Context: an optimization exercise on an open-source flow, tuned for small area and a short achievable clock period. The choices shown serve that exercise and are no tape-out recipe.
In this exercise RTL edits were held to simulation tests only and were not proved equivalent to the original.
Power figures rest on the tool's default switching activity, not on a simulated workload.

==> design/flow/design.v <==
`timescale 1ns / 1ns
module regfile(
    input clk,
    input rst,
    input [1:0] writeEn,
    input writeFlag,
    input [3:0] rdReg1,
    output [7:0] rdData1,
    output [7:0] rdData1Lo,
    input [3:0] rdReg2,
    output [7:0] rdData2,
    output [7:0] rdData2Lo,
    input [7:0] flagData,
    output [7:0] rdFlag,
    input [3:0] wrReg,
    input [15:0] wrData
);
    reg [7:0] regs [0:10];
    reg [7:0] flags;
    wire [10:0] we, hold;
    wire ev_hi, od_hi, fl_we, fl_hold;
    wr_dec u_wdec(.rst(rst), .writeEn(writeEn), .wrReg(wrReg), .writeFlag(writeFlag),
                  .we(we), .hold(hold), .ev_hi(ev_hi), .od_hi(od_hi),
                  .fl_we(fl_we), .fl_hold(fl_hold));
    wire [7:0] ev_d, od_d;
    genvar g, b;
    generate
        for (b = 0; b < 8; b = b + 1) begin : g_wd
            c_mux2 u_ev(.a0(wrData[b]), .a1(wrData[8+b]), .s(ev_hi), .y(ev_d[b]));
            c_mux2 u_od(.a0(wrData[b]), .a1(wrData[8+b]), .s(od_hi), .y(od_d[b]));
        end
        for (g = 0; g < 11; g = g + 1) begin : g_r
            wire [7:0] nx;
            for (b = 0; b < 8; b = b + 1) begin : g_b
                c_a22o u_nx(.a1(regs[g][b]), .a2(hold[g]),
                            .b1((g % 2 == 0) ? ev_d[b] : od_d[b]), .b2(we[g]), .y(nx[b]));
            end
            always @(posedge clk) regs[g] <= nx;
        end
    endgenerate
    wire [7:0] fl_nx;
    generate
        for (b = 0; b < 8; b = b + 1) begin : g_fl
            c_a22o u_nx(.a1(flags[b]), .a2(fl_hold), .b1(flagData[b]), .b2(fl_we), .y(fl_nx[b]));
        end
    endgenerate
    always @(posedge clk) flags <= fl_nx;
    assign rdFlag = flags;
    wire [87:0] rf;
    generate
        for (g = 0; g < 11; g = g + 1) begin : g_rf
            assign rf[8*g +: 8] = regs[g];
        end
    endgenerate
    rd_port u_rd1(.a(rdReg1), .rf(rf), .hi(rdData1), .lo(rdData1Lo));
    rd_port u_rd2(.a(rdReg2), .rf(rf), .hi(rdData2), .lo(rdData2Lo));
endmodule
module wr_dec(
    input rst,
    input [1:0] writeEn,
    input [3:0] wrReg,
    input writeFlag,
    output [10:0] we,
    output [10:0] hold,
    output ev_hi,
    output od_hi,
    output fl_we,
    output fl_hold
);
    wire single = ~writeEn[1] & writeEn[0];
    wire pair   = writeEn[1] & ~writeEn[0];
    wire w0 = wrReg[0];
    wire [5:0] dj;
    wire ev_same = (single | pair) & ~w0 & ~rst;
    wire ev_next = pair & w0 & ~rst;
    wire od_same = ((single & w0) | pair) & ~rst;
    genvar i;
    generate
        for (i = 0; i < 6; i = i + 1) begin : g_d
            assign dj[i] = (wrReg[3:1] == i);
        end
        for (i = 0; i < 11; i = i + 1) begin : g_w
            if (i % 2 == 1) begin : g_od
                assign we[i] = dj[i / 2] & od_same;
            end else if (i == 0) begin : g_e0
                assign we[i] = dj[0] & ev_same;
            end else begin : g_ev
                assign we[i] = (dj[i / 2] & ev_same) | (dj[i / 2 - 1] & ev_next);
            end
            assign hold[i] = ~(we[i] | rst);
        end
    endgenerate
    assign ev_hi = pair & ~w0;
    assign od_hi = pair & w0;
    assign fl_we   = writeFlag & ~rst;
    assign fl_hold = ~fl_we;
endmodule
module rd_port(
    input [3:0] a,
    input [87:0] rf,
    output [7:0] hi,
    output [7:0] lo
);
    wire [10:0] sel;
    genvar k, b;
    generate
        for (k = 0; k < 11; k = k + 1) begin : g_sel
            c_dec4 #(.K(k)) u_dec(.a(a), .y(sel[k]));
        end
        for (b = 0; b < 8; b = b + 1) begin : g_bit
            wire h0, h1, h2, h3, l0, l1, l2, l3;
            c_a222oi u_h0(.a1(sel[0]), .a2(rf[8*0+b]), .b1(sel[1]), .b2(rf[8*1+b]), .c1(sel[2]), .c2(rf[8*2+b]), .y(h0));
            c_a222oi u_h1(.a1(sel[3]), .a2(rf[8*3+b]), .b1(sel[4]), .b2(rf[8*4+b]), .c1(sel[5]), .c2(rf[8*5+b]), .y(h1));
            c_a222oi u_h2(.a1(sel[6]), .a2(rf[8*6+b]), .b1(sel[7]), .b2(rf[8*7+b]), .c1(sel[8]), .c2(rf[8*8+b]), .y(h2));
            c_a22oi  u_h3(.a1(sel[9]), .a2(rf[8*9+b]), .b1(sel[10]), .b2(rf[8*10+b]), .y(h3));
            c_nand4  u_h (.a(h0), .b(h1), .c(h2), .d(h3), .y(hi[b]));
            c_a222oi u_l0(.a1(sel[0]), .a2(rf[8*1+b]), .b1(sel[1]), .b2(rf[8*2+b]), .c1(sel[2]), .c2(rf[8*3+b]), .y(l0));
            c_a222oi u_l1(.a1(sel[3]), .a2(rf[8*4+b]), .b1(sel[4]), .b2(rf[8*5+b]), .c1(sel[5]), .c2(rf[8*6+b]), .y(l1));
            c_a222oi u_l2(.a1(sel[6]), .a2(rf[8*7+b]), .b1(sel[7]), .b2(rf[8*8+b]), .c1(sel[8]), .c2(rf[8*9+b]), .y(l2));
            c_nand2  u_l3(.a(sel[9]), .b(rf[8*10+b]), .y(l3));
            c_nand4  u_l (.a(l0), .b(l1), .c(l2), .d(l3), .y(lo[b]));
        end
    endgenerate
endmodule
module c_dec4 #(parameter K = 0) (input [3:0] a, output y);
    assign y = (a == K);
endmodule
module c_a222oi(input a1, input a2, input b1, input b2, input c1, input c2, output y);
    assign y = ~((a1 & a2) | (b1 & b2) | (c1 & c2));
endmodule
module c_a22oi(input a1, input a2, input b1, input b2, output y);
    assign y = ~((a1 & a2) | (b1 & b2));
endmodule
module c_a22o(input a1, input a2, input b1, input b2, output y);
    assign y = (a1 & a2) | (b1 & b2);
endmodule
module c_nand4(input a, input b, input c, input d, output y);
    assign y = ~(a & b & c & d);
endmodule
module c_nand2(input a, input b, output y);
    assign y = ~(a & b);
endmodule
module c_mux2(input a0, input a1, input s, output y);
    assign y = s ? a1 : a0;
endmodule
==> design/flow/config.mk <==
export PLATFORM = sky130hd
export DESIGN_NAME = regfile
export DESIGN_NICKNAME = regfile
export VERILOG_FILES = /design/flow/design.v
export SDC_FILE = /design/flow/constraint.sdc
export NUM_CORES = 4
export LEC_CHECK = 0
export CAP_MARGIN = 20
export CORE_MARGIN = 2
export CORE_UTILIZATION = 40
export SETUP_SLACK_MARGIN = 2.0
export SLEW_MARGIN = 20
export SYNTH_HIERARCHICAL = 1
export SYNTH_MINIMUM_KEEP_SIZE = 0
==> design/flow/standard.sh <==
#!/bin/bash
# synth_recipe.tcl (not shown) runs the flow's synth.tcl, then flattens the netlist and writes it again
# the make line also repeats each setting of config.mk as NAME=value (left out here)
make -C /OpenROAD-flow-scripts/flow DESIGN_CONFIG=/design/flow/config.mk WORK_HOME=/design/flow/orfs CLKGATE_MAP_FILE= SYNTH_SCRIPT=/design/flow/synth_recipe.tcl "${@:-finish}"
==> design/flow/constraint.sdc <==
create_clock -name core_clock -period 6.0 [get_ports {clk}]
set_input_delay 1.2000 -clock core_clock [delete_from_list [all_inputs] [get_ports {clk}]]
set_output_delay 1.2000 -clock core_clock [all_outputs]
set_load 0.01 [all_outputs]
==> design/flow/flow/run.sh <==
#!/bin/bash
# Standard ORFS layout, with the port buffers made from plain buffers
# (buf_1, resized later as timing needs) instead of the default delay cells.
set -o pipefail
export BUFFER_PORTS_ARGS="-buffer_cell sky130_fd_sc_hd__buf_1"
bash standard.sh > standard_sh.log 2>&1
==> results of run 1 <==
cells in the final DEF (no fill, tap or decap), drive strengths merged, types with 7 or more instances in the layout:
cell type  netlist  final
a22o            96     96
a222oi          96     96
dfxtp           96     96
buf              3     89
nand4           32     32
nand2           18     18
mux2            16     16
a22oi           16     16
clkbuf           1     16
and4bb          10     10
inv              6      9
nor4b            8      8
a21oi            8      8
nor3             7      7
cell usage after synthesis:
| master | number | share of area |
|---|---|---|
| o21ai_0 | 1 | 0.00099 |
| a31oi_1 | 1 | 0.0012 |
| dfxtp_1 | 96 | 0.38 |
| a311oi_1 | 1 | 0.0017 |
| mux2_4 | 16 | 0.047 |
| buf_2 | 3 | 0.0030 |
| and4bb_2 | 10 | 0.025 |
| nor3_1 | 4 | 0.0039 |
| nor4_2 | 3 | 0.0074 |
| a22o_1 | 96 | 0.17 |
| o21ba_1 | 1 | 0.0020 |
| or3b_1 | 1 | 0.0017 |
| nor4_1 | 3 | 0.0037 |
| or2b_2 | 1 | 0.0017 |
| nor3_4 | 1 | 0.0032 |
| nand4_1 | 32 | 0.039 |
| and4b_1 | 2 | 0.0039 |
| a222oi_1 | 96 | 0.19 |
| a22oi_2 | 16 | 0.039 |
| a21oi_1 | 8 | 0.0079 |
| nand2_1 | 18 | 0.013 |
| nor4b_2 | 8 | 0.024 |
| clkbuf_1 | 1 | 0.00074 |
| nor3_2 | 2 | 0.0039 |
| ha_1 | 2 | 0.0049 |
| o32ai_1 | 1 | 0.0017 |
| o21a_1 | 1 | 0.0015 |
| nor2b_1 | 1 | 0.0012 |
| nand2b_1 | 4 | 0.0049 |
| a21boi_4 | 1 | 0.0037 |
| inv_1 | 6 | 0.0044 |
| or3_1 | 1 | 0.0012 |
| nor2_1 | 6 | 0.0044 |
| or4_4 | 1 | 0.0022 |
per-module statistics from Yosys, one instance, submodules excluded, a selection:
module    flops+latches  cells inside  cell area, µm²  times used
c_a222oi              0             1            10.0          96
c_a22o                0             1            8.76          96
c_a22oi               0             1            12.5          16
c_mux2                0             1            15.0          16
c_nand2               0             1            3.75          16
c_nand4               0             1            6.26          32
regfile              96            96            1920           1
wr_dec                0            55             355           1
final cells by class:
type,instances,share of cell area
Timing Repair Buffer,95,0.0703
Clock buffer,10,0.0397
Clock inverter,6,0.0123
Sequential cell,96,0.319
Inverter,6,0.00374
Tap cell,172,0.0358
Multi-Input combinational cell,339,0.519
state kept, by name, summed over array words and instances, names as in the netlist:
register,cells
flags,8
regs,88
worst max-delay path, stage by stage:
cell      delay, ns
clkbuf_2       0.20
and4bb_2       0.45
a222oi_1       0.52
nand4_1        0.21
buf_1          0.18
routing by layer:
metal  wire (µm)  part of all wire  up-vias
met5           0                 0        -
met4        1030             0.049        0
met3        3480              0.17      103
met2        8560              0.41      556
met1        7920              0.38     2649
li1            -                 -     2332
path summary, 6_finish.rpt:
path | cells after the start | end | startpoint
worst min-delay path | 1 | flags[5] | flags[5]
worst max register to register | 1 | regs[9][5] | regs[9][5]
worst max-delay path | 5 | rdData2[0] | rdReg2[2]
worst min register to register | 1 | flags[5] | flags[5]
metrics by stage:
| stage | instances | cell area [µm²] |
|---|---|---|
| after detailed placement | 708 | 5690 |
| after CTS | 724 | 6010 |
| after floorplan | 445 | 5070 |
| after global routing | 724 | 6020 |
| final | 724 | 6020 |
| after global placement | 708 | 5690 |
report_power, final:
part | leakage (nW) | switching (mW) | internal (mW)
sequential | 0.778 | 0.0202 | 0.656
combinational | 1.09 | 0.114 | 0.0567
clock | 0.148 | 0.263 | 0.341
kinds of logic (layout without fill, tap and decap cells):
family	after synthesis	after routing	synth area share
compound gates	223	223	0.416
simple gates	98	98	0.145
flops	96	96	0.379
mux	16	16	0.0474
buf+inv	10	117	0.00814
fa+ha+maj	2	2	0.00494
timing repair:
action	4_1_cts	5_1_grt
gates resized for setup	4	6
setup endpoints to repair	29	30
hold buffers	0	0
setup buffers	0	0
==> impl_metrics.xml, run 1 <==
<?xml version="1.0" encoding="UTF-8"?>
<metrics>
  <group name="status">
    <metric name="run_status" unit="">timing/DRC/antenna clean</metric>
  </group>
  <group name="die">
    <metric name="io-pin-count" unit="">81</metric>
    <metric name="floorplan.core_area" unit="mm²">0.0125</metric>
    <metric name="start_util" unit="">0.405</metric>
    <metric name="fp.dieArea" unit="mm²">0.0136</metric>
    <metric name="chipWidth" unit="µm">117</metric>
    <metric name="placementRows" unit="">41</metric>
    <metric name="die-height" unit="µm">117</metric>
  </group>
  <group name="clock_network">
    <metric name="cts_made_buffers" unit="">9</metric>
    <metric name="clk_transition_reported_paths" unit="ns">0.07</metric>
    <metric name="htreeDepth" unit="">3</metric>
    <metric name="clock_tree.root_cell" unit="">clkbuf_16</metric>
    <metric name="cts.sinks" unit="">96</metric>
    <metric name="cts.path.max_buffers" unit="">2</metric>
    <metric name="cts_tree" unit="">yes</metric>
    <metric name="worstSkewPairLatency" unit="ns">0.34</metric>
  </group>
  <group name="final_layout">
    <metric name="final.fill_count" unit="">1199</metric>
    <metric name="n_antenna_cell" unit="">0</metric>
    <metric name="design.final.nets" unit="">590</metric>
    <metric name="multi_input_comb_area" unit="mm²">0.00312</metric>
    <metric name="area_growth_syn_to_fin" unit="%">18.7</metric>
    <metric name="layout-drive-gt1-share" unit="">0.185</metric>
    <metric name="sequential_cell_area" unit="mm²">0.00192</metric>
    <metric name="finish.utilization" unit="">0.481</metric>
  </group>
  <group name="sta">
    <metric name="setup-tns-final" unit="ns">0</metric>
    <metric name="worstMarginPinSlew" unit="ns">1.23</metric>
    <metric name="setup_violations_final" unit="">0</metric>
    <metric name="max_freq" unit="MHz">252</metric>
    <metric name="finalClockSkew" unit="ns">0</metric>
    <metric name="layout_worst_path_cycle_share" unit="">0.662</metric>
    <metric name="setup_repair_after_global_routing_missed_its_margin" unit="">no</metric>
    <metric name="number_of_pins_exceeding_their_max_slew_limit_in_the_final_report" unit="">0</metric>
    <metric name="post-route-worst-setup-slack" unit="ns">2.03</metric>
    <metric name="slew-limit-headroom" unit="">0.182</metric>
    <metric name="finalHoldViolCount" unit="">0</metric>
    <metric name="fin_worst_hold_slack" unit="ns">0.491</metric>
    <metric name="min_period" unit="ns">3.97</metric>
  </group>
  <group name="route">
    <metric name="first_pass_iters" unit="">11</metric>
    <metric name="post-route-drc-count" unit="">0</metric>
    <metric name="num_vias" unit="">5640</metric>
    <metric name="route.detailed.wl_per_inst" unit="µm">29.0</metric>
    <metric name="detail-route-antenna-nets" unit="">0</metric>
    <metric name="viasPerCell" unit="">7.79</metric>
    <metric name="first_iter_violations" unit="">1443</metric>
    <metric name="route.final.wire_length" unit="mm">21.0</metric>
  </group>
  <group name="critical_path">
    <metric name="timing.critical_path.fanout_max" unit="">16</metric>
    <metric name="worst-endpoint-required" unit="ns">4.80</metric>
    <metric name="cp-end-kind" unit="">primary output</metric>
    <metric name="reg2reg_setup_slack" unit="ns">5.24</metric>
    <metric name="critPathKind" unit="">in2out</metric>
    <metric name="timing.critical_path.from_type" unit="">primary input</metric>
    <metric name="cp_data_arrival_time" unit="ns">2.77</metric>
  </group>
  <group name="synthesis">
    <metric name="warnings_synthesis" unit="">9</metric>
    <metric name="synth_cells" unit="">445</metric>
    <metric name="yosysSeqAreaShare" unit="">0.379</metric>
    <metric name="syn-num-nets" unit="">488</metric>
    <metric name="syn-mean-instance-area" unit="µm²">11.4</metric>
    <metric name="post_synth_instance_area" unit="mm²">0.00507</metric>
    <metric name="yosys_register_bits" unit="">96</metric>
    <metric name="post_synth_num_cell_types" unit="">34</metric>
  </group>
  <group name="hold_path">
    <metric name="hold_path.class" unit="">reg2reg</metric>
  </group>
  <group name="power_and_ir_drop">
    <metric name="p_total" unit="mW">1.45</metric>
    <metric name="power.ir.vdd_worst" unit="µV">142</metric>
    <metric name="power.leakage" unit="nW">2.02</metric>
    <metric name="powerDensity" unit="mW/mm²">241</metric>
  </group>
  <group name="grt">
    <metric name="maximum_number_of_pins_on_one_net_before_global_route_repair" unit="">22</metric>
    <metric name="grt_antenna_before_repair" unit="">0</metric>
    <metric name="groute.usage.overall" unit="">0.302</metric>
    <metric name="grt_pass1_wl" unit="mm">30.3</metric>
    <metric name="number_of_global_route_vias_before_repair" unit="">5174</metric>
    <metric name="met2_global_route_usage" unit="">0.448</metric>
    <metric name="global_route.usage.met3" unit="">0.0929</metric>
    <metric name="grt_overflow" unit="">0</metric>
    <metric name="use_met1" unit="">0.403</metric>
    <metric name="grt_most_used_layer" unit="">met2</metric>
  </group>
  <group name="place">
    <metric name="hpwlAfterDp" unit="mm">13.3</metric>
    <metric name="placement.io_buffers" unit="">80</metric>
    <metric name="weighted_congestion_at_the_end_of_routability_driven_global_placement" unit="">0.955</metric>
    <metric name="post-place-ws" unit="ns">1.93</metric>
  </group>
  <group name="job">
    <metric name="max-cap-violations" unit="">0</metric>
  </group>
</metrics>
==> inputs of run 2 (changes only) <==
==> design/flow/flow/run.sh (replaced) <==
#!/bin/bash
# Standard ORFS layout with two changes:
#  - after synthesis, every combinational cell is set to the smallest drive
#    strength of its family (flow/downsize.py); repair upsizes where needed;
#  - port buffers are plain buffers (buf_1) instead of the default delay cells.
set -euo pipefail
export BUFFER_PORTS_ARGS="-buffer_cell sky130_fd_sc_hd__buf_1"
R=orfs/results/sky130hd/regfile/base
bash standard.sh synth > standard_synth.log 2>&1
python3 flow/downsize.py $R/1_2_yosys.v $FLOW_HOME/platforms/sky130hd/lib/sky130_fd_sc_hd__tt_025C_1v80.lib > downsize.log 2>&1
rm -f $R/1_synth.odb $R/1_synth.sdc
bash standard.sh finish > standard_finish.log 2>&1
==> design/flow/flow/downsize.py (new file) <==
#!/usr/bin/env python3
"""Set every combinational cell of a synthesized netlist to the smallest-area
drive strength of its own cell family (e.g. mux2_4 -> mux2_1), so that the
placement-stage repair sizes gates up only where timing or loads need it.
Flip-flops are left as synthesis made them. Usage: downsize.py netlist.v lib"""
import re, sys
net, lib = sys.argv[1], sys.argv[2]
txt = open(lib).read()
area = {}
for m in re.finditer(r'cell\s*\(\s*"?(sky130_fd_sc_hd__\w+)"?\s*\)\s*\{(.*?)\barea\s*:\s*([\d.]+)', txt, re.S):
    area[m.group(1)] = float(m.group(3))
dont = re.compile(r'lpflow|probe|clkbuf|clkinv|clkdly|dly|tap|fill|decap|conb|diode')
fam = {}
for c, a in area.items():
    m = re.match(r'(sky130_fd_sc_hd__\w+?)_(\d+)$', c)
    if not m or dont.search(c):
        continue
    fam.setdefault(m.group(1), []).append((a, int(m.group(2)), c))
best = {f: min(v)[2] for f, v in fam.items()}
src = open(net).read()
count = {}
def sub(m):
    c = m.group(0)
    mm = re.match(r'(sky130_fd_sc_hd__\w+?)_(\d+)$', c)
    if not mm or mm.group(1) not in best:
        return c
    if re.match(r'sky130_fd_sc_hd__(dfx|dfr|dfs|dfb|edf|sdf|sedf|dl)', c):
        return c
    b = best[mm.group(1)]
    if b != c:
        count[(c, b)] = count.get((c, b), 0) + 1
    return b
out = re.sub(r'\bsky130_fd_sc_hd__\w+_\d+\b', sub, src)
open(net, 'w').write(out)
for (a, b), n in sorted(count.items()):
    print(f'{n:5d}  {a} -> {b}')
--- a/design/flow/config.mk
+++ b/design/flow/config.mk
@@ -9,5 +9,5 @@
 export CORE_MARGIN = 2
 export CORE_UTILIZATION = 40
-export SETUP_SLACK_MARGIN = 2.0
+export SETUP_SLACK_MARGIN = 1.5
 export SLEW_MARGIN = 20
 export SYNTH_HIERARCHICAL = 1
==> run 2 against run 1 <==
Still clean on timing, DRC and antenna; final cell count decreased by 3.5%; synthesized cell count did not move; sequential power about the same; largest cell class unchanged; largest power group unchanged.
==> impl_metrics.xml, run 2 <==
<?xml version="1.0" encoding="UTF-8"?>
<metrics>
  <group name="status">
    <metric name="run_status" unit="">timing/DRC/antenna clean</metric>
  </group>
  <group name="critical_path">
    <metric name="crit_path_cell_trace" unit="">buf_1 -&gt; and4bb_1 -&gt; a222oi_1 -&gt; nand4_1 -&gt; buf_1</metric>
    <metric name="rr_endpoint" unit="">regs[1][2]</metric>
    <metric name="timing.critical_path.fanout_max" unit="">16</metric>
    <metric name="critPathMostFrequentCell" unit="">buf_1</metric>
    <metric name="reg2reg_setup_slack" unit="ns">5.27</metric>
    <metric name="timing.critical_path.from_type" unit="">primary input</metric>
    <metric name="cp.depth" unit="">5</metric>
    <metric name="cp_data_arrival_time" unit="ns">3.06</metric>
    <metric name="critical_path.slowest_cell" unit="">and4bb_1</metric>
    <metric name="cp-end-kind" unit="">primary output</metric>
    <metric name="timing.critical_path.buf_inv" unit="">2</metric>
    <metric name="worst_setup_path_startpoint" unit="">rdReg1[2]</metric>
    <metric name="critPathCapture" unit="">rdData1Lo[0]</metric>
    <metric name="worstRegToRegCells" unit="">1</metric>
    <metric name="critPathKind" unit="">in2out</metric>
    <metric name="max_stage_delay" unit="ns">0.84</metric>
    <metric name="worst-endpoint-required" unit="ns">4.80</metric>
    <metric name="worst_path_dominant_cell_family" unit="">simple AND/OR/NAND/NOR gates</metric>
    <metric name="worstReg2RegStart" unit="">regs[1][2]</metric>
  </group>
  <group name="final_layout">
    <metric name="max_flop_register" unit="">regs</metric>
    <metric name="largest_registers" unit="">regs x88, flags x8</metric>
    <metric name="finish.utilization" unit="">0.487</metric>
    <metric name="final.fill_count" unit="">1107</metric>
    <metric name="largest_reg_flops" unit="">88</metric>
    <metric name="n_antenna_cell" unit="">0</metric>
    <metric name="layout-drive-gt1-share" unit="">0.0815</metric>
    <metric name="final_cell_mix" unit="">a22o_1, a222oi_1, dfxtp_1</metric>
    <metric name="design.final.nets" unit="">591</metric>
    <metric name="area_growth_syn_to_fin" unit="%">19.8</metric>
  </group>
  <group name="die">
    <metric name="start_util" unit="">0.406</metric>
    <metric name="floorplan.core_area" unit="mm²">0.0119</metric>
    <metric name="io-pin-count" unit="">81</metric>
    <metric name="chipWidth" unit="µm">114</metric>
    <metric name="placementRows" unit="">40</metric>
    <metric name="die-height" unit="µm">114</metric>
    <metric name="fp.dieArea" unit="mm²">0.0129</metric>
  </group>
  <group name="power_and_ir_drop">
    <metric name="power.ir.vdd_worst" unit="µV">112</metric>
    <metric name="power.leakage" unit="nW">1.95</metric>
    <metric name="p_total" unit="mW">1.38</metric>
    <metric name="powerDensity" unit="mW/mm²">239</metric>
  </group>
  <group name="place">
    <metric name="placement.io_buffers" unit="">80</metric>
    <metric name="weighted_congestion_at_the_end_of_routability_driven_global_placement" unit="">1.03</metric>
    <metric name="post-place-ws" unit="ns">1.86</metric>
    <metric name="hpwlAfterDp" unit="mm">13.6</metric>
  </group>
  <group name="clock_network">
    <metric name="cts_setup_buffers" unit="">0</metric>
    <metric name="worstSkewPairLatency" unit="ns">0.35</metric>
    <metric name="holdBufCountCts" unit="">0</metric>
    <metric name="htreeDepth" unit="">3</metric>
    <metric name="cts_made_buffers" unit="">9</metric>
    <metric name="cts.sinks" unit="">96</metric>
    <metric name="cts_tree" unit="">yes</metric>
    <metric name="post_cts_resized" unit="">0</metric>
    <metric name="cts.path.max_buffers" unit="">2</metric>
    <metric name="clk_transition_reported_paths" unit="ns">0.06</metric>
    <metric name="clock_tree.root_cell" unit="">clkbuf_16</metric>
  </group>
  <group name="sta">
    <metric name="min_period" unit="ns">4.26</metric>
    <metric name="max_freq" unit="MHz">235</metric>
    <metric name="layout_worst_path_cycle_share" unit="">0.710</metric>
    <metric name="worstMarginPinSlew" unit="ns">1.28</metric>
    <metric name="post-route-worst-setup-slack" unit="ns">1.74</metric>
    <metric name="number_of_pins_exceeding_their_max_slew_limit_in_the_final_report" unit="">0</metric>
    <metric name="setup_repair_after_global_routing_missed_its_margin" unit="">no</metric>
    <metric name="setup_violations_final" unit="">0</metric>
    <metric name="finalHoldViolCount" unit="">0</metric>
    <metric name="slew-limit-headroom" unit="">0.146</metric>
    <metric name="setup-tns-final" unit="ns">0</metric>
    <metric name="finalClockSkew" unit="ns">0</metric>
  </group>
  <group name="route">
    <metric name="post-route-drc-count" unit="">0</metric>
    <metric name="detail-route-antenna-nets" unit="">0</metric>
    <metric name="first_pass_iters" unit="">15</metric>
    <metric name="route.final.wire_length" unit="mm">20.8</metric>
    <metric name="viasPerCell" unit="">7.92</metric>
    <metric name="first_iter_violations" unit="">1748</metric>
    <metric name="num_vias" unit="">5538</metric>
    <metric name="route.detailed.wl_per_inst" unit="µm">29.8</metric>
  </group>
  <group name="synthesis">
    <metric name="post_synth_instance_area" unit="mm²">0.00482</metric>
    <metric name="syn-mean-instance-area" unit="µm²">10.8</metric>
    <metric name="syn-num-nets" unit="">488</metric>
    <metric name="warnings_synthesis" unit="">9</metric>
    <metric name="synth_cells" unit="">445</metric>
  </group>
  <group name="grt">
    <metric name="number_of_global_route_vias_before_repair" unit="">5056</metric>
    <metric name="groute.usage.overall" unit="">0.318</metric>
    <metric name="grt_overflow" unit="">0</metric>
    <metric name="maximum_number_of_pins_on_one_net_before_global_route_repair" unit="">22</metric>
    <metric name="grt_antenna_before_repair" unit="">0</metric>
    <metric name="grt_pass1_wl" unit="mm">30.8</metric>
  </group>
  <group name="hold_path">
    <metric name="hold_path.class" unit="">reg2reg</metric>
    <metric name="min_from" unit="">flags[2]</metric>
  </group>
  <group name="job">
    <metric name="max-cap-violations" unit="">0</metric>
  </group>
</metrics>
==> run 2: cell count changes in the layout (fill, tap and decap cells not counted), sizes merged <==
cell	previous run	this run
buf	89	96
bufinv	1	0
clkbuf	16	11
clkinv	0	4
clkinvlp	2	0
inv	9	6
==> run 2: worst min-delay path by stage <==
stage	endpoint	depth (start not counted)	slack [ns]
finish	flags[2]	1	0.49
floorplan	regs[0][0]	1	0.48
global placement	flags[2]	1	0.47
detailed placement	flags[4]	1	0.47
CTS	flags[2]	1	0.49
global route	flags[6]	1	0.51
==> run 2: metal layers <==
layer	global-route usage	vias up	share of wire
li1	-	2325	-
met1	0.452	2609	0.39
met2	0.462	523	0.42
met3	0.0584	81	0.15
met4	0.156	0	0.047
met5	0	-	0
==> run 2: final cells by class <==
cell class,instances,area [µm²],area share
well taps,147,184,0.0319
flip-flops and latches,96,1920,0.333
clock buffers,11,243,0.0420
clock inverters,4,31.3,0.00542
inverters,6,22.5,0.00390
repair buffers,96,420,0.0728
multi-input cells,339,2950,0.511
==> run 2: power breakdown <==
| group | switching (mW) | leakage (nW) | internal [mW] |
|---|---|---|---|
| Combinational | 0.111 | 1.04 | 0.0475 |
| Clock | 0.251 | 0.136 | 0.292 |
| Sequential | 0.0202 | 0.778 | 0.656 |
==> run 2: through the flow <==
| stage | area (µm²) | hold slack [ns] | std cells |
|---|---|---|---|
| floorplan | 4820 | 0.475 | 445 |
| global placement | 5500 | 0.468 | 684 |
| detailed placement | 5500 | 0.471 | 684 |
| CTS | 5770 | 0.491 | 699 |
| global route | 5770 | 0.508 | 699 |
| finish | 5770 | 0.487 | 699 |
==> inputs of run 3 (changes only) <==
--- a/design/flow/config.mk
+++ b/design/flow/config.mk
@@ -9,5 +9,5 @@
 export CORE_MARGIN = 2
 export CORE_UTILIZATION = 40
-export SETUP_SLACK_MARGIN = 1.5
+export SETUP_SLACK_MARGIN = 2.0
 export SLEW_MARGIN = 20
 export SYNTH_HIERARCHICAL = 1
==> run 3 against run 2 <==
Design area grew 0.39%; sequential share of layout area decreased by 0.13 points; setup slack gained 0.37 ns; clock skew stayed put.
==> impl_metrics.xml, run 3 <==
<?xml version="1.0" encoding="UTF-8"?>
<metrics>
  <group name="sta">
    <metric name="setup_repair_after_global_routing_missed_its_margin" unit="">no</metric>
    <metric name="finalHoldViolCount" unit="">0</metric>
    <metric name="layout_worst_path_cycle_share" unit="">0.649</metric>
    <metric name="number_of_pins_exceeding_their_max_slew_limit_in_the_final_report" unit="">0</metric>
    <metric name="worstMarginPinSlew" unit="ns">1.25</metric>
    <metric name="max_freq" unit="MHz">257</metric>
    <metric name="min_period" unit="ns">3.89</metric>
    <metric name="setup-tns-final" unit="ns">0</metric>
    <metric name="finalClockSkew" unit="ns">0</metric>
    <metric name="slew-limit-headroom" unit="">0.165</metric>
    <metric name="setup_violations_final" unit="">0</metric>
    <metric name="post-route-worst-setup-slack" unit="ns">2.11</metric>
  </group>
  <group name="critical_path">
    <metric name="timing.critical_path.buf_inv" unit="">2</metric>
    <metric name="cp-end-kind" unit="">primary output</metric>
    <metric name="timing.critical_path.fanout_max" unit="">16</metric>
    <metric name="critPathKind" unit="">in2out</metric>
    <metric name="max_stage_delay" unit="ns">0.46</metric>
    <metric name="cp_data_arrival_time" unit="ns">2.69</metric>
    <metric name="worst_path_dominant_cell_family" unit="">simple AND/OR/NAND/NOR gates</metric>
    <metric name="worstReg2RegStart" unit="">regs[7][5]</metric>
    <metric name="worst-endpoint-required" unit="ns">4.80</metric>
    <metric name="crit_path_cell_trace" unit="">clkbuf_2 -&gt; and4bb_2 -&gt; a222oi_1 -&gt; nand4_1 -&gt; buf_1</metric>
    <metric name="critical_path.slowest_cell" unit="">a222oi_1</metric>
    <metric name="reg2reg_setup_slack" unit="ns">5.26</metric>
    <metric name="worst_setup_path_startpoint" unit="">rdReg1[2]</metric>
    <metric name="timing.critical_path.from_type" unit="">primary input</metric>
  </group>
  <group name="clock_network">
    <metric name="cts.sinks" unit="">96</metric>
    <metric name="cts_made_buffers" unit="">9</metric>
    <metric name="cts.path.max_buffers" unit="">2</metric>
    <metric name="cts_setup_buffers" unit="">0</metric>
    <metric name="clk_transition_reported_paths" unit="ns">0.07</metric>
    <metric name="htreeDepth" unit="">3</metric>
    <metric name="worstSkewPairLatency" unit="ns">0.35</metric>
    <metric name="cts_tree" unit="">yes</metric>
    <metric name="clock_tree.root_cell" unit="">clkbuf_16</metric>
  </group>
  <group name="synthesis">
    <metric name="syn-mean-instance-area" unit="µm²">10.8</metric>
    <metric name="post_synth_instance_area" unit="mm²">0.00482</metric>
    <metric name="syn-num-nets" unit="">488</metric>
    <metric name="synth_cells" unit="">445</metric>
    <metric name="warnings_synthesis" unit="">9</metric>
  </group>
  <group name="job">
    <metric name="max-cap-violations" unit="">0</metric>
  </group>
  <group name="route">
    <metric name="num_vias" unit="">5572</metric>
    <metric name="post-route-drc-count" unit="">0</metric>
    <metric name="first_iter_violations" unit="">1617</metric>
    <metric name="detail-route-antenna-nets" unit="">0</metric>
    <metric name="route.detailed.wl_per_inst" unit="µm">29.3</metric>
    <metric name="first_pass_iters" unit="">14</metric>
    <metric name="viasPerCell" unit="">7.98</metric>
    <metric name="route.final.wire_length" unit="mm">20.5</metric>
  </group>
  <group name="final_layout">
    <metric name="multi_input_comb_area" unit="mm²">0.00296</metric>
    <metric name="area_growth_syn_to_fin" unit="%">20.2</metric>
    <metric name="largest_registers" unit="">regs x88, flags x8</metric>
    <metric name="final_cell_mix" unit="">a22o_1, a222oi_1, dfxtp_1</metric>
    <metric name="layout-drive-gt1-share" unit="">0.118</metric>
    <metric name="sequential_cell_area" unit="mm²">0.00192</metric>
    <metric name="design.final.nets" unit="">589</metric>
    <metric name="final.fill_count" unit="">1124</metric>
    <metric name="n_antenna_cell" unit="">0</metric>
    <metric name="largest_reg_flops" unit="">88</metric>
    <metric name="max_flop_register" unit="">regs</metric>
  </group>
  <group name="place">
    <metric name="post-place-ws" unit="ns">1.89</metric>
    <metric name="placement.io_buffers" unit="">80</metric>
    <metric name="hpwlAfterDp" unit="mm">13.2</metric>
    <metric name="weighted_congestion_at_the_end_of_routability_driven_global_placement" unit="">1.00</metric>
  </group>
  <group name="power_and_ir_drop">
    <metric name="power.switching_fraction" unit="">0.285</metric>
    <metric name="power.ir.vdd_worst" unit="µV">113</metric>
    <metric name="p_int" unit="mW">1.00</metric>
    <metric name="power_frac_clock" unit="">0.406</metric>
    <metric name="power_switching" unit="µW">400</metric>
    <metric name="p_seq_frac" unit="">0.481</metric>
    <metric name="powerDensity" unit="mW/mm²">242</metric>
    <metric name="p_total" unit="mW">1.40</metric>
    <metric name="p_comb_frac" unit="">0.113</metric>
    <metric name="power.leakage" unit="nW">1.95</metric>
  </group>
  <group name="grt">
    <metric name="grt_overflow" unit="">0</metric>
    <metric name="groute.usage.overall" unit="">0.309</metric>
    <metric name="grt_pass1_wl" unit="mm">29.9</metric>
    <metric name="number_of_global_route_vias_before_repair" unit="">4886</metric>
    <metric name="maximum_number_of_pins_on_one_net_before_global_route_repair" unit="">22</metric>
    <metric name="grt_antenna_before_repair" unit="">0</metric>
  </group>
  <group name="die">
    <metric name="io-pin-count" unit="">81</metric>
    <metric name="fp.dieArea" unit="mm²">0.0129</metric>
    <metric name="placementRows" unit="">40</metric>
    <metric name="die-height" unit="µm">114</metric>
    <metric name="chipWidth" unit="µm">114</metric>
    <metric name="start_util" unit="">0.406</metric>
    <metric name="floorplan.core_area" unit="mm²">0.0119</metric>
  </group>
  <group name="hold_path">
    <metric name="min_from" unit="">flags[4]</metric>
    <metric name="hold_path.class" unit="">reg2reg</metric>
  </group>
  <group name="status">
    <metric name="run_status" unit="">timing/DRC/antenna clean</metric>
  </group>
</metrics>
## run 3: power by group through the flow
stage	Sequential [mW]	Clock, mW	Combinational (mW)
final	0.675	0.570	0.158
after global routing	0.677	0.599	0.166
after detailed placement	0.689	0	0.152
after floorplan	0.687	0	0.0779
after CTS	0.674	0.575	0.152
after global placement	0.688	0	0.148
## run 3: path summary, 6_finish.rpt
check                                  end  depth (start not counted)
worst max-delay path            rdData1[4]                          5
worst min-delay path              flags[4]                          1
worst max register to register  regs[7][5]                          1
worst min register to register    flags[4]                          1
## run 3: cell type report
cell class / instances / area share
multi-input combinational: 339 / 0.511
sequential: 96 / 0.332
timing repair buffer: 94 / 0.0717
clock buffer: 10 / 0.0412
tap: 147 / 0.0317
clock inverter: 6 / 0.00864
inverter: 6 / 0.00389
## run 3: routing by layer
metal,routed length (µm),vias to the layer above,part of all wire,track usage
met2,8480,564,0.41,0.451
met1,7910,2602,0.39,0.432
met4,844,0,0.041,0.132
met3,3250,80,0.16,0.0813
met5,0,-,0,0
li1,-,2326,-,-
## run 3: what timing repair did
action                                  in CTS  in global routing
pin swaps                                    0                  0
hold endpoints to repair                     0                  0
resized for setup                           10                  8
endpoints found under the setup margin      32                 31
hold buffers                                 0                  0
## run 3: stage by stage
| stage | cells | util | hold WS [ns] | cell area, µm² |
|---|---|---|---|---|
| after floorplan | 445 | - | 0.475 | 4880 |
| after global placement | 682 | 0.463 | 0.467 | 5490 |
| after detailed placement | 682 | 0.463 | 0.469 | 5490 |
| after CTS | 698 | 0.488 | 0.490 | 5790 |
| after global routing | 698 | 0.489 | 0.510 | 5800 |
| final | 698 | 0.489 | 0.491 | 5800 |
==> inputs of run 4 (changes only) <==
--- a/design/flow/config.mk
+++ b/design/flow/config.mk
@@ -9,4 +9,6 @@
 export CORE_MARGIN = 2
 export CORE_UTILIZATION = 40
+export CTS_BUF_LIST = sky130_fd_sc_hd__clkbuf_4 sky130_fd_sc_hd__clkbuf_8
+export PLACE_DENSITY = 0.45
 export SETUP_SLACK_MARGIN = 2.0
 export SLEW_MARGIN = 20
==> run 4 against run 3 <==
Maximum frequency up 1.4%; clock power shrank 24%; still clean; wire length grew 4.2%; largest cell class unchanged; clock-buffer cell count is 2 higher; clock skew did not move; via count shrank 0.16%.
==> impl_metrics.xml, run 4 <==
<?xml version="1.0" encoding="UTF-8"?>
<metrics>
  <group name="power_and_ir_drop">
    <metric name="power_switching" unit="µW">351</metric>
    <metric name="power.leakage" unit="nW">1.94</metric>
    <metric name="p_int" unit="µW">916</metric>
    <metric name="p_comb_frac" unit="">0.128</metric>
    <metric name="powerDensity" unit="mW/mm²">221</metric>
    <metric name="power_frac_clock" unit="">0.340</metric>
    <metric name="power.switching_fraction" unit="">0.277</metric>
    <metric name="power.ir.vdd_worst" unit="µV">140</metric>
    <metric name="p_seq_frac" unit="">0.532</metric>
    <metric name="p_total" unit="mW">1.27</metric>
  </group>
  <group name="die">
    <metric name="floorplan.core_area" unit="mm²">0.0119</metric>
    <metric name="start_util" unit="">0.406</metric>
    <metric name="die-height" unit="µm">114</metric>
    <metric name="io-pin-count" unit="">81</metric>
    <metric name="placementRows" unit="">40</metric>
    <metric name="chipWidth" unit="µm">114</metric>
    <metric name="fp.dieArea" unit="mm²">0.0129</metric>
  </group>
  <group name="final_layout">
    <metric name="largest_registers" unit="">regs x88, flags x8</metric>
    <metric name="n_antenna_cell" unit="">0</metric>
    <metric name="area_growth_syn_to_fin" unit="%">19.1</metric>
    <metric name="finished_layout_cells" unit="">704</metric>
    <metric name="design.final.nets" unit="">596</metric>
    <metric name="largest_reg_flops" unit="">88</metric>
    <metric name="final_cell_mix" unit="">a22o_1, a222oi_1, dfxtp_1</metric>
    <metric name="layout-drive-gt1-share" unit="">0.126</metric>
    <metric name="finish.utilization" unit="">0.484</metric>
    <metric name="final.fill_count" unit="">1103</metric>
    <metric name="max_flop_register" unit="">regs</metric>
  </group>
  <group name="job">
    <metric name="max-cap-violations" unit="">0</metric>
  </group>
  <group name="critical_path">
    <metric name="worst-endpoint-required" unit="ns">4.80</metric>
    <metric name="critPathKind" unit="">in2out</metric>
    <metric name="cp_data_arrival_time" unit="ns">2.64</metric>
    <metric name="worstRegToRegCells" unit="">1</metric>
    <metric name="cp-end-kind" unit="">primary output</metric>
    <metric name="timing.critical_path.fanout_max" unit="">16</metric>
    <metric name="timing.critical_path.from_type" unit="">primary input</metric>
  </group>
  <group name="sta">
    <metric name="layout_worst_path_cycle_share" unit="">0.640</metric>
    <metric name="slew-limit-headroom" unit="">0.228</metric>
    <metric name="min_period" unit="ns">3.84</metric>
    <metric name="post-route-worst-setup-slack" unit="ns">2.16</metric>
    <metric name="max_freq" unit="MHz">260</metric>
    <metric name="number_of_pins_exceeding_their_max_slew_limit_in_the_final_report" unit="">0</metric>
    <metric name="setup_violations_final" unit="">0</metric>
    <metric name="finalClockSkew" unit="ns">0</metric>
    <metric name="finalHoldViolCount" unit="">0</metric>
    <metric name="worstMarginPinSlew" unit="ns">1.15</metric>
    <metric name="setup_repair_after_global_routing_missed_its_margin" unit="">no</metric>
    <metric name="setup-tns-final" unit="ns">0</metric>
  </group>
  <group name="place">
    <metric name="weighted_congestion_at_the_end_of_routability_driven_global_placement" unit="">0.884</metric>
    <metric name="placedCellCount" unit="">689</metric>
    <metric name="placement.io_buffers" unit="">80</metric>
    <metric name="hpwlAfterDp" unit="mm">12.9</metric>
    <metric name="post-place-ws" unit="ns">1.90</metric>
  </group>
  <group name="grt">
    <metric name="grt_pass1_wl" unit="mm">30.3</metric>
    <metric name="grt_antenna_before_repair" unit="">0</metric>
    <metric name="number_of_global_route_vias_before_repair" unit="">5010</metric>
    <metric name="maximum_number_of_pins_on_one_net_before_global_route_repair" unit="">22</metric>
    <metric name="groute.usage.overall" unit="">0.319</metric>
    <metric name="grt_overflow" unit="">0</metric>
  </group>
  <group name="route">
    <metric name="detail-route-antenna-nets" unit="">0</metric>
    <metric name="num_vias" unit="">5563</metric>
    <metric name="first_iter_violations" unit="">1423</metric>
    <metric name="viasPerCell" unit="">7.90</metric>
    <metric name="post-route-drc-count" unit="">0</metric>
    <metric name="route.detailed.wl_per_inst" unit="µm">30.3</metric>
    <metric name="first_pass_iters" unit="">14</metric>
    <metric name="route.final.wire_length" unit="mm">21.4</metric>
  </group>
  <group name="clock_network">
    <metric name="worstSkewPairLatency" unit="ns">0.37</metric>
    <metric name="clock_tree.root_cell" unit="">clkbuf_8</metric>
    <metric name="cts.path.max_buffers" unit="">2</metric>
    <metric name="cts_tree" unit="">yes</metric>
    <metric name="clk_transition_reported_paths" unit="ns">0.08</metric>
    <metric name="holdBufCountCts" unit="">0</metric>
    <metric name="cts_setup_buffers" unit="">0</metric>
    <metric name="cts.sinks" unit="">96</metric>
    <metric name="post_cts_resized" unit="">10</metric>
    <metric name="htreeDepth" unit="">3</metric>
    <metric name="cts_made_buffers" unit="">9</metric>
  </group>
  <group name="synthesis">
    <metric name="warnings_synthesis" unit="">9</metric>
    <metric name="syn-num-nets" unit="">488</metric>
    <metric name="post_synth_instance_area" unit="mm²">0.00482</metric>
    <metric name="syn-mean-instance-area" unit="µm²">10.8</metric>
    <metric name="synth_cells" unit="">445</metric>
  </group>
  <group name="status">
    <metric name="run_status" unit="">timing/DRC/antenna clean</metric>
  </group>
  <group name="hold_path">
    <metric name="hold_path_depth" unit="">1</metric>
    <metric name="hold_path.class" unit="">reg2reg</metric>
  </group>
</metrics>
[run 4: per-stage QoR]
stage	hold slack, ns	cell area, µm²
2_1_floorplan	0.475	4880
3_3_place_gp	0.467	5520
3_5_place_dp	0.470	5520
4_1_cts	0.493	5720
5_1_grt	0.512	5740
6_report	0.488	5740
[run 4: cell type report]
type	instances	area, µm²	share of cell area
multi-input combinational	339	2950	0.514
sequential	96	1920	0.335
timing repair buffer	101	468	0.0815
tap	147	184	0.0320
clock buffer	12	153	0.0266
clock inverter	3	42.5	0.00741
inverter	6	22.5	0.00392
[run 4: final timing paths]
kind	end	slack [ns]	startpoint
setup reg to reg	regs[6][1]	5.27	regs[6][1]
hold / removal	flags[0]	0.49	flags[0]
setup / recovery	rdData1[3]	2.16	rdReg1[3]
hold reg to reg	flags[0]	0.49	flags[0]
[run 4: critical path, stage by stage]
cell	delay [ns]
clkbuf_2	0.21
and4bb_2	0.45
a222oi_1	0.44
nand4_1	0.17
buf_1	0.16
[run 4: routing by layer]
layer / global-route usage / share of wire / up-vias
li1: - / - / 2332
met1: 0.438 / 0.41 / 2649
met2: 0.462 / 0.42 / 483
met3: 0.0744 / 0.12 / 99
met4: 0.176 / 0.047 / 0
met5: 0 / 0 / -
[run 4: power groups by stage]
stage	registers [mW]	logic, mW	clock network, mW
CTS	0.674	0.155	0.440
floorplan	0.687	0.0779	0
global route	0.677	0.170	0.461
detailed placement	0.688	0.154	0
finish	0.675	0.162	0.431
global placement	0.688	0.153	0
==> inputs of run 5 (changes only) <==
--- a/design/flow/config.mk
+++ b/design/flow/config.mk
@@ -11,5 +11,5 @@
 export CTS_BUF_LIST = sky130_fd_sc_hd__clkbuf_4 sky130_fd_sc_hd__clkbuf_8
 export PLACE_DENSITY = 0.45
-export SETUP_SLACK_MARGIN = 2.0
+export SETUP_SLACK_MARGIN = 2.2
 export SLEW_MARGIN = 20
 export SYNTH_HIERARCHICAL = 1
==> run 5 against run 4 <==
Still clean; via count increased by 0.13%; maximum frequency increased by 1.7%; combinational power about the same; core utilization increased by 0.19 points; register-to-register slack about the same; design area increased by 0.39%; synthesized cell count unchanged; sequential power about the same; flip-flop and latch count unchanged; total power increased by 0.18%; critical path type unchanged.
==> impl_metrics.xml, run 5 <==
<?xml version="1.0" encoding="UTF-8"?>
<metrics>
  <group name="clock_network">
    <metric name="cts_tree" unit="">yes</metric>
    <metric name="holdBufCountCts" unit="">0</metric>
    <metric name="cts.sinks" unit="">96</metric>
    <metric name="htreeDepth" unit="">3</metric>
    <metric name="clk_transition_reported_paths" unit="ns">0.08</metric>
    <metric name="cts_made_buffers" unit="">9</metric>
    <metric name="worstSkewPairLatency" unit="ns">0.38</metric>
    <metric name="cts.path.max_buffers" unit="">2</metric>
    <metric name="clock_tree.root_cell" unit="">clkbuf_8</metric>
    <metric name="cts_setup_buffers" unit="">0</metric>
  </group>
  <group name="final_layout">
    <metric name="final.fill_count" unit="">1107</metric>
    <metric name="design.final.nets" unit="">596</metric>
    <metric name="finish.utilization" unit="">0.486</metric>
    <metric name="n_antenna_cell" unit="">0</metric>
    <metric name="layout-drive-gt1-share" unit="">0.129</metric>
    <metric name="max_flop_register" unit="">regs</metric>
    <metric name="largest_reg_flops" unit="">88</metric>
    <metric name="final_cell_mix" unit="">a22o_1, a222oi_1, dfxtp_1</metric>
    <metric name="area_growth_syn_to_fin" unit="%">19.6</metric>
    <metric name="largest_registers" unit="">regs x88, flags x8</metric>
  </group>
  <group name="sta">
    <metric name="finalClockSkew" unit="ns">0</metric>
    <metric name="worstMarginPinSlew" unit="ns">1.14</metric>
    <metric name="finalHoldViolCount" unit="">0</metric>
    <metric name="slew-limit-headroom" unit="">0.235</metric>
    <metric name="setup-tns-final" unit="ns">0</metric>
    <metric name="number_of_pins_exceeding_their_max_slew_limit_in_the_final_report" unit="">0</metric>
    <metric name="max_freq" unit="MHz">265</metric>
    <metric name="min_period" unit="ns">3.78</metric>
    <metric name="setup_repair_after_global_routing_missed_its_margin" unit="">yes</metric>
    <metric name="setup_violations_final" unit="">0</metric>
    <metric name="layout_worst_path_cycle_share" unit="">0.630</metric>
    <metric name="fin_worst_hold_slack" unit="ns">0.488</metric>
    <metric name="post-route-worst-setup-slack" unit="ns">2.22</metric>
  </group>
  <group name="critical_path">
    <metric name="cp_data_arrival_time" unit="ns">2.58</metric>
    <metric name="worstRegToRegCells" unit="">1</metric>
    <metric name="cp-end-kind" unit="">primary output</metric>
    <metric name="worstReg2RegStart" unit="">regs[1][7]</metric>
    <metric name="reg2reg_setup_slack" unit="ns">5.27</metric>
    <metric name="critPathKind" unit="">in2out</metric>
    <metric name="rr_endpoint" unit="">regs[1][7]</metric>
    <metric name="timing.critical_path.from_type" unit="">primary input</metric>
    <metric name="timing.critical_path.fanout_max" unit="">16</metric>
    <metric name="worst-endpoint-required" unit="ns">4.80</metric>
  </group>
  <group name="place">
    <metric name="hpwlAfterDp" unit="mm">12.9</metric>
    <metric name="weighted_congestion_at_the_end_of_routability_driven_global_placement" unit="">0.884</metric>
    <metric name="placement.io_buffers" unit="">80</metric>
    <metric name="post-place-ws" unit="ns">1.90</metric>
  </group>
  <group name="route">
    <metric name="post-route-drc-count" unit="">0</metric>
    <metric name="first_pass_iters" unit="">13</metric>
    <metric name="route.final.wire_length" unit="mm">21.3</metric>
    <metric name="detail-route-antenna-nets" unit="">0</metric>
    <metric name="route.detailed.wl_per_inst" unit="µm">30.2</metric>
    <metric name="viasPerCell" unit="">7.91</metric>
    <metric name="num_vias" unit="">5570</metric>
    <metric name="first_iter_violations" unit="">1437</metric>
  </group>
  <group name="synthesis">
    <metric name="syn-num-nets" unit="">488</metric>
    <metric name="syn-mean-instance-area" unit="µm²">10.8</metric>
    <metric name="post_synth_instance_area" unit="mm²">0.00482</metric>
    <metric name="warnings_synthesis" unit="">9</metric>
    <metric name="synth_cells" unit="">445</metric>
  </group>
  <group name="job">
    <metric name="max-cap-violations" unit="">0</metric>
  </group>
  <group name="die">
    <metric name="placementRows" unit="">40</metric>
    <metric name="fp.dieArea" unit="mm²">0.0129</metric>
    <metric name="die-height" unit="µm">114</metric>
    <metric name="floorplan.core_area" unit="mm²">0.0119</metric>
    <metric name="io-pin-count" unit="">81</metric>
    <metric name="start_util" unit="">0.406</metric>
    <metric name="chipWidth" unit="µm">114</metric>
  </group>
  <group name="grt">
    <metric name="maximum_number_of_pins_on_one_net_before_global_route_repair" unit="">22</metric>
    <metric name="grt_overflow" unit="">0</metric>
    <metric name="number_of_global_route_vias_before_repair" unit="">5036</metric>
    <metric name="groute.usage.overall" unit="">0.319</metric>
    <metric name="grt_pass1_wl" unit="mm">30.4</metric>
    <metric name="grt_antenna_before_repair" unit="">0</metric>
  </group>
  <group name="hold_path">
    <metric name="endpoint_worst_hold" unit="">flags[0]</metric>
    <metric name="min_from" unit="">flags[0]</metric>
    <metric name="hold_path_depth" unit="">1</metric>
    <metric name="hold_path.class" unit="">reg2reg</metric>
  </group>
  <group name="status">
    <metric name="run_status" unit="">timing/DRC/antenna clean</metric>
  </group>
  <group name="power_and_ir_drop">
    <metric name="power.ir.vdd_worst" unit="µV">140</metric>
    <metric name="powerDensity" unit="mW/mm²">220</metric>
    <metric name="p_total" unit="mW">1.27</metric>
    <metric name="power.leakage" unit="nW">1.93</metric>
  </group>
</metrics>
## run 5: worst max path at each step
| stage | cells after the start | from | to | slack (ns) |
|---|---|---|---|---|
| floorplan | 3 | rdReg1[1] | rdData1Lo[0] | 2.38 |
| global placement | 5 | rdReg2[3] | rdData2[1] | 1.92 |
| detailed placement | 5 | rdReg1[3] | rdData1[1] | 1.90 |
| CTS | 5 | rdReg2[2] | rdData2Lo[1] | 2.24 |
| global route | 6 | rdReg2[0] | rdData2[1] | 2.18 |
| finish | 5 | rdReg2[2] | rdData2[5] | 2.22 |
## run 5: worst max-delay path, cell delays in order
cell and delay (ns):
buf_2 0.17, and4bb_2 0.70, a22oi_1 0.20, nand4_1 0.14, buf_1 0.16
## run 5: power by group
part / switching, mW / leakage [nW] / total [mW] / internal (mW)
Clock: 0.221 / 0.0993 / 0.432 / 0.211
Sequential: 0.0194 / 0.778 / 0.675 / 0.655
Combinational: 0.112 / 1.06 / 0.164 / 0.0516
## run 5: cell type report
cell class | count | area [µm²] | area share
tap | 147 | 184 | 0.0319
clock buffer | 12 | 153 | 0.0265
timing repair buffer | 101 | 468 | 0.0812
sequential | 96 | 1920 | 0.333
inverter | 6 | 22.5 | 0.00391
multi-input combinational | 339 | 2970 | 0.516
clock inverter | 3 | 42.5 | 0.00738
## run 5: through the flow
step | area [µm²] | std cells
4_1_cts | 5730 | 704
3_5_place_dp | 5520 | 689
6_report | 5760 | 704
5_1_grt | 5760 | 704
2_1_floorplan | 4880 | 445
3_3_place_gp | 5520 | 689
## run 5: repair_timing
item,4_1_cts,5_1_grt
pin swaps,0,2
setup endpoints to repair,32,16
gates cloned,0,0
resized for setup,20,6
endpoints found under the hold margin,0,0
## run 5: metal layers
metal,up-vias,part of all wire,global-route usage
li1,2335,-,-
met1,2634,0.40,0.438
met2,509,0.42,0.461
met3,92,0.13,0.0797
met4,0,0.044,0.172
met5,-,0,0
==> inputs of run 6 (changes only) <==
--- a/design/flow/config.mk
+++ b/design/flow/config.mk
@@ -11,5 +11,5 @@
 export CTS_BUF_LIST = sky130_fd_sc_hd__clkbuf_4 sky130_fd_sc_hd__clkbuf_8
 export PLACE_DENSITY = 0.45
-export SETUP_SLACK_MARGIN = 2.2
+export SETUP_SLACK_MARGIN = 1.8
 export SLEW_MARGIN = 20
 export SYNTH_HIERARCHICAL = 1
==> run 6 against run 5 <==
Still clean on timing, DRC and antenna; via count down 1.7%; die area unchanged; synthesized cell count unchanged; clock power up 19%; design area down 0.20%; wire length down 3.3%; first-iteration DRC count up 8.6%; critical path depth unchanged.
==> impl_metrics.xml, run 6 <==
<?xml version="1.0" encoding="UTF-8"?>
<metrics>
  <group name="status">
    <metric name="run_status" unit="">timing/DRC/antenna clean</metric>
  </group>
  <group name="place">
    <metric name="weighted_congestion_at_the_end_of_routability_driven_global_placement" unit="">0.873</metric>
    <metric name="placement.io_buffers" unit="">80</metric>
    <metric name="hpwlAfterDp" unit="mm">13.3</metric>
  </group>
  <group name="route">
    <metric name="route.final.wire_length" unit="mm">20.6</metric>
    <metric name="topRoutingLayerUsed" unit="">met4</metric>
    <metric name="met2_length" unit="mm">8.76</metric>
    <metric name="first_iter_violations" unit="">1560</metric>
    <metric name="num_vias" unit="">5475</metric>
    <metric name="detailroute.wirelength.met3" unit="mm">2.61</metric>
    <metric name="route.detailed.wl_per_inst" unit="µm">29.4</metric>
    <metric name="viasPerCell" unit="">7.81</metric>
    <metric name="wirelength_met1" unit="mm">8.69</metric>
    <metric name="detail-route-antenna-nets" unit="">0</metric>
    <metric name="first_pass_iters" unit="">11</metric>
    <metric name="post-route-drc-count" unit="">0</metric>
  </group>
  <group name="sta">
    <metric name="number_of_pins_exceeding_their_max_slew_limit_in_the_final_report" unit="">0</metric>
    <metric name="setup_violations_final" unit="">0</metric>
    <metric name="worstMarginPinSlew" unit="ns">1.08</metric>
    <metric name="max_freq" unit="MHz">239</metric>
    <metric name="layout_worst_path_cycle_share" unit="">0.697</metric>
    <metric name="setup_repair_after_global_routing_missed_its_margin" unit="">no</metric>
    <metric name="finalHoldViolCount" unit="">0</metric>
    <metric name="slew-limit-headroom" unit="">0.282</metric>
    <metric name="setup-tns-final" unit="ns">0</metric>
    <metric name="finalClockSkew" unit="ns">0</metric>
    <metric name="min_period" unit="ns">4.18</metric>
  </group>
  <group name="die">
    <metric name="fp.dieArea" unit="mm²">0.0129</metric>
    <metric name="placementRows" unit="">40</metric>
    <metric name="start_util" unit="">0.406</metric>
    <metric name="io-pin-count" unit="">81</metric>
    <metric name="chipWidth" unit="µm">114</metric>
    <metric name="die-height" unit="µm">114</metric>
    <metric name="floorplan.core_area" unit="mm²">0.0119</metric>
  </group>
  <group name="final_layout">
    <metric name="largest_registers" unit="">regs x88, flags x8</metric>
    <metric name="area_growth_syn_to_fin" unit="%">19.4</metric>
    <metric name="finish.utilization" unit="">0.485</metric>
    <metric name="final.fill_count" unit="">1159</metric>
    <metric name="final_cell_mix" unit="">a22o_1, a222oi_1, dfxtp_1</metric>
    <metric name="max_flop_register" unit="">regs</metric>
    <metric name="multi_input_comb_area" unit="mm²">0.00295</metric>
    <metric name="n_antenna_cell" unit="">0</metric>
    <metric name="sequential_cell_area" unit="mm²">0.00192</metric>
    <metric name="largest_reg_flops" unit="">88</metric>
    <metric name="layout-drive-gt1-share" unit="">0.0993</metric>
    <metric name="design.final.nets" unit="">593</metric>
  </group>
  <group name="synthesis">
    <metric name="post_synth_instance_area" unit="mm²">0.00482</metric>
    <metric name="syn-num-nets" unit="">488</metric>
    <metric name="syn-mean-instance-area" unit="µm²">10.8</metric>
    <metric name="synth_cells" unit="">445</metric>
    <metric name="warnings_synthesis" unit="">9</metric>
  </group>
  <group name="power_and_ir_drop">
    <metric name="power.ir.vdd_worst" unit="µV">105</metric>
    <metric name="power.leakage" unit="nW">1.93</metric>
    <metric name="powerDensity" unit="mW/mm²">234</metric>
  </group>
  <group name="clock_network">
    <metric name="htreeDepth" unit="">3</metric>
    <metric name="cts.sinks" unit="">96</metric>
    <metric name="cts_tree" unit="">yes</metric>
    <metric name="cts.path.max_buffers" unit="">2</metric>
    <metric name="clk_transition_reported_paths" unit="ns">0.09</metric>
    <metric name="worstSkewPairLatency" unit="ns">0.36</metric>
    <metric name="clock_tree.root_cell" unit="">clkbuf_8</metric>
    <metric name="post_cts_resized" unit="">0</metric>
    <metric name="holdBufCountCts" unit="">0</metric>
    <metric name="cts_setup_buffers" unit="">0</metric>
    <metric name="cts_made_buffers" unit="">9</metric>
  </group>
  <group name="critical_path">
    <metric name="worst-endpoint-required" unit="ns">4.80</metric>
    <metric name="cp_data_arrival_time" unit="ns">2.98</metric>
    <metric name="timing.critical_path.from_type" unit="">primary input</metric>
    <metric name="cp-end-kind" unit="">primary output</metric>
    <metric name="timing.critical_path.fanout_max" unit="">16</metric>
    <metric name="critPathKind" unit="">in2out</metric>
  </group>
  <group name="grt">
    <metric name="grt_antenna_before_repair" unit="">0</metric>
    <metric name="groute.usage.overall" unit="">0.310</metric>
    <metric name="grt_pass1_wl" unit="mm">30.3</metric>
    <metric name="maximum_number_of_pins_on_one_net_before_global_route_repair" unit="">22</metric>
    <metric name="grt_overflow" unit="">0</metric>
    <metric name="number_of_global_route_vias_before_repair" unit="">4908</metric>
  </group>
  <group name="hold_path">
    <metric name="hold_path.class" unit="">reg2reg</metric>
  </group>
  <group name="job">
    <metric name="max-cap-violations" unit="">0</metric>
  </group>
</metrics>
-- run 6: routing by layer --
| metal | global-route usage | vias up |
|---|---|---|
| li1 | - | 2328 |
| met1 | 0.451 | 2623 |
| met2 | 0.459 | 462 |
| met3 | 0.0701 | 62 |
| met4 | 0.0959 | 0 |
| met5 | 0 | - |
-- run 6: final cells by class --
class,count,share of cell area
sequential,96,0.334
clock buffer,10,0.0239
inverter,6,0.00391
timing repair buffer,98,0.0757
clock inverter,5,0.0181
multi-input combinational,339,0.512
tap,147,0.0320
-- run 6: report_power, final --
group	switching (mW)	total, mW	internal [mW]
clock network	0.229	0.516	0.287
logic	0.109	0.157	0.0482
registers	0.0197	0.675	0.655
-- run 6: worst max-delay path: stages --
cell and delay (ns):
buf_1 0.37, and4b_1 0.88, a222oi_1 0.18, nand4_1 0.18
buf_1 0.18
-- run 6: worst paths after layout --
check | startpoint | end | slack (ns) | depth (start not counted)
setup / recovery | rdReg2[1] | rdData2Lo[6] | 1.82 | 5
setup reg to reg | regs[1][2] | regs[1][2] | 5.26 | 1
hold / removal | flags[1] | flags[1] | 0.49 | 1
hold reg to reg | flags[1] | flags[1] | 0.49 | 1
-- run 6: metrics by stage --
stage	power, mW	std cells	worst slack, ns	instance area [µm²]	hold slack (ns)
floorplan	0.764	445	1.81	4830	0.475
global placement	0.838	686	1.92	5500	0.466
CTS	1.35	701	1.89	5750	0.494
detailed placement	0.841	686	1.90	5510	0.472
global route	1.39	701	1.80	5750	0.509
finish	1.35	701	1.82	5750	0.489
==> inputs of run 7 (changes only) <==
--- a/design/flow/config.mk
+++ b/design/flow/config.mk
@@ -11,5 +11,5 @@
 export CTS_BUF_LIST = sky130_fd_sc_hd__clkbuf_4 sky130_fd_sc_hd__clkbuf_8
 export PLACE_DENSITY = 0.45
-export SETUP_SLACK_MARGIN = 1.8
+export SETUP_SLACK_MARGIN = 2.3
 export SLEW_MARGIN = 20
 export SYNTH_HIERARCHICAL = 1
==> run 7 against run 6 <==
Non-clock buffer count rose by 5; wire length rose by 10%; sequential power barely moved; clock skew stayed put.
==> impl_metrics.xml, run 7 <==
<?xml version="1.0" encoding="UTF-8"?>
<metrics>
  <group name="critical_path">
    <metric name="cp-end-kind" unit="">primary output</metric>
    <metric name="timing.critical_path.from_type" unit="">primary input</metric>
    <metric name="critPathKind" unit="">in2out</metric>
    <metric name="timing.critical_path.fanout_max" unit="">16</metric>
    <metric name="worst-endpoint-required" unit="ns">4.80</metric>
    <metric name="reg2reg_setup_slack" unit="ns">5.27</metric>
    <metric name="worstReg2RegStart" unit="">regs[2][7]</metric>
    <metric name="cp_data_arrival_time" unit="ns">2.55</metric>
    <metric name="worstRegToRegCells" unit="">1</metric>
    <metric name="critPathCapture" unit="">rdData2Lo[1]</metric>
    <metric name="worst_setup_path_startpoint" unit="">rdReg2[0]</metric>
  </group>
  <group name="route">
    <metric name="first_pass_iters" unit="">12</metric>
    <metric name="viasPerCell" unit="">8.06</metric>
    <metric name="route.final.wire_length" unit="mm">22.7</metric>
    <metric name="route.detailed.wl_per_inst" unit="µm">31.9</metric>
    <metric name="first_iter_violations" unit="">1375</metric>
    <metric name="num_vias" unit="">5731</metric>
    <metric name="detail-route-antenna-nets" unit="">0</metric>
  </group>
  <group name="final_layout">
    <metric name="final.fill_count" unit="">1099</metric>
    <metric name="n_antenna_cell" unit="">0</metric>
    <metric name="layout-drive-gt1-share" unit="">0.145</metric>
    <metric name="largest_reg_flops" unit="">88</metric>
    <metric name="finish.utilization" unit="">0.499</metric>
    <metric name="area_growth_syn_to_fin" unit="%">22.8</metric>
    <metric name="largest_registers" unit="">regs x88, flags x8</metric>
    <metric name="max_flop_register" unit="">regs</metric>
    <metric name="design.final.nets" unit="">603</metric>
  </group>
  <group name="place">
    <metric name="post-place-ws" unit="ns">1.90</metric>
    <metric name="weighted_congestion_at_the_end_of_routability_driven_global_placement" unit="">0.884</metric>
    <metric name="hpwlAfterDp" unit="mm">12.9</metric>
    <metric name="placement.io_buffers" unit="">80</metric>
  </group>
  <group name="power_and_ir_drop">
    <metric name="power_frac_clock" unit="">0.339</metric>
    <metric name="p_int" unit="µW">923</metric>
    <metric name="power.leakage" unit="nW">1.99</metric>
    <metric name="p_comb_frac" unit="">0.137</metric>
    <metric name="p_seq_frac" unit="">0.525</metric>
    <metric name="power.switching_fraction" unit="">0.282</metric>
    <metric name="power.ir.vdd_worst" unit="µV">140</metric>
  </group>
  <group name="die">
    <metric name="floorplan.core_area" unit="mm²">0.0119</metric>
    <metric name="chipWidth" unit="µm">114</metric>
    <metric name="fp.dieArea" unit="mm²">0.0129</metric>
    <metric name="die-height" unit="µm">114</metric>
    <metric name="placementRows" unit="">40</metric>
    <metric name="start_util" unit="">0.406</metric>
    <metric name="io-pin-count" unit="">81</metric>
  </group>
  <group name="synthesis">
    <metric name="syn-mean-instance-area" unit="µm²">10.8</metric>
    <metric name="synth_cells" unit="">445</metric>
    <metric name="syn-num-nets" unit="">488</metric>
    <metric name="post_synth_instance_area" unit="mm²">0.00482</metric>
  </group>
  <group name="grt">
    <metric name="number_of_global_route_vias_before_repair" unit="">5018</metric>
    <metric name="grt_antenna_before_repair" unit="">0</metric>
    <metric name="grt_pass1_wl" unit="mm">30.4</metric>
    <metric name="maximum_number_of_pins_on_one_net_before_global_route_repair" unit="">22</metric>
  </group>
  <group name="clock_network">
    <metric name="cts_made_buffers" unit="">9</metric>
    <metric name="cts.path.max_buffers" unit="">2</metric>
    <metric name="clock_tree.root_cell" unit="">clkbuf_8</metric>
    <metric name="cts_tree" unit="">yes</metric>
    <metric name="htreeDepth" unit="">3</metric>
    <metric name="worstSkewPairLatency" unit="ns">0.38</metric>
    <metric name="cts.sinks" unit="">96</metric>
  </group>
  <group name="status">
    <metric name="run_status" unit="">timing/DRC/antenna clean</metric>
  </group>
  <group name="sta">
    <metric name="setup_violations_final" unit="">0</metric>
    <metric name="post-route-worst-setup-slack" unit="ns">2.25</metric>
    <metric name="min_period" unit="ns">3.75</metric>
    <metric name="number_of_pins_exceeding_their_max_slew_limit_in_the_final_report" unit="">0</metric>
    <metric name="setup-tns-final" unit="ns">0</metric>
    <metric name="layout_worst_path_cycle_share" unit="">0.625</metric>
    <metric name="slew-limit-headroom" unit="">0.220</metric>
    <metric name="finalClockSkew" unit="ns">0</metric>
  </group>
  <group name="job">
    <metric name="max-cap-violations" unit="">0</metric>
  </group>
  <group name="hold_path">
    <metric name="hold_path.class" unit="">reg2reg</metric>
  </group>
</metrics>
-- run 7: cell type report --
| type | count | area, µm² | share of cell area |
|---|---|---|---|
| multi-input combinational | 344 | 3060 | 0.517 |
| sequential | 96 | 1920 | 0.325 |
| timing repair buffer | 103 | 537 | 0.0907 |
| tap | 147 | 184 | 0.0311 |
| clock buffer | 12 | 153 | 0.0258 |
| clock inverter | 3 | 42.5 | 0.00719 |
| inverter | 6 | 22.5 | 0.00380 |
-- run 7: critical path: stages --
cell,delay (ns)
buf_4,0.19
nor4_2,0.08
buf_6,0.18
a222oi_1,0.49
nand4_1,0.23
buf_1,0.18
-- run 7: metrics by stage --
stage / hold WS, ns / total power, mW / std cells / area [µm²]
floorplan: 0.475 / 0.765 / 445 / 4880
CTS: 0.493 / 1.27 / 704 / 5760
global route: 0.512 / 1.32 / 711 / 5920
detailed placement: 0.470 / 0.843 / 689 / 5520
global placement: 0.467 / 0.841 / 689 / 5520
finish: 0.488 / 1.29 / 711 / 5920
-- run 7: power groups by stage --
stage / registers, mW / clock network (mW) / logic (mW)
floorplan: 0.687 / 0 / 0.0779
global route: 0.677 / 0.461 / 0.184
finish: 0.675 / 0.435 / 0.176
CTS: 0.674 / 0.440 / 0.158
detailed placement: 0.688 / 0 / 0.154
global placement: 0.688 / 0 / 0.153
-- run 7: how the worst min path moves through the flow --
| stage | startpoint | end | slack (ns) | depth (start not counted) |
|---|---|---|---|---|
| 2_1_floorplan | regs[0][0] | regs[0][0] | 0.48 | 1 |
| 3_3_place_gp | flags[2] | flags[2] | 0.47 | 1 |
| 3_5_place_dp | flags[2] | flags[2] | 0.47 | 1 |
| 4_1_cts | flags[1] | flags[1] | 0.49 | 1 |
| 5_1_grt | flags[1] | flags[1] | 0.51 | 1 |
| 6_report | flags[0] | flags[0] | 0.49 | 1 |
-- run 7: routing by layer --
metal	vias to the layer above	track usage	part of all wire
li1	2359	-	-
met3	107	0.0808	0.14
met4	0	0.181	0.053
met1	2716	0.439	0.39
met5	-	0	0
met2	549	0.457	0.42
-- run 7: what timing repair did --
action | 4_1_cts | 5_1_grt
pin swaps | 1 | 20
buffers inserted | 0 | 1
resized for setup | 25 | 36
cloned | 0 | 6
hold endpoints to repair | 0 | 0
endpoints found under the setup margin | 32 | 26
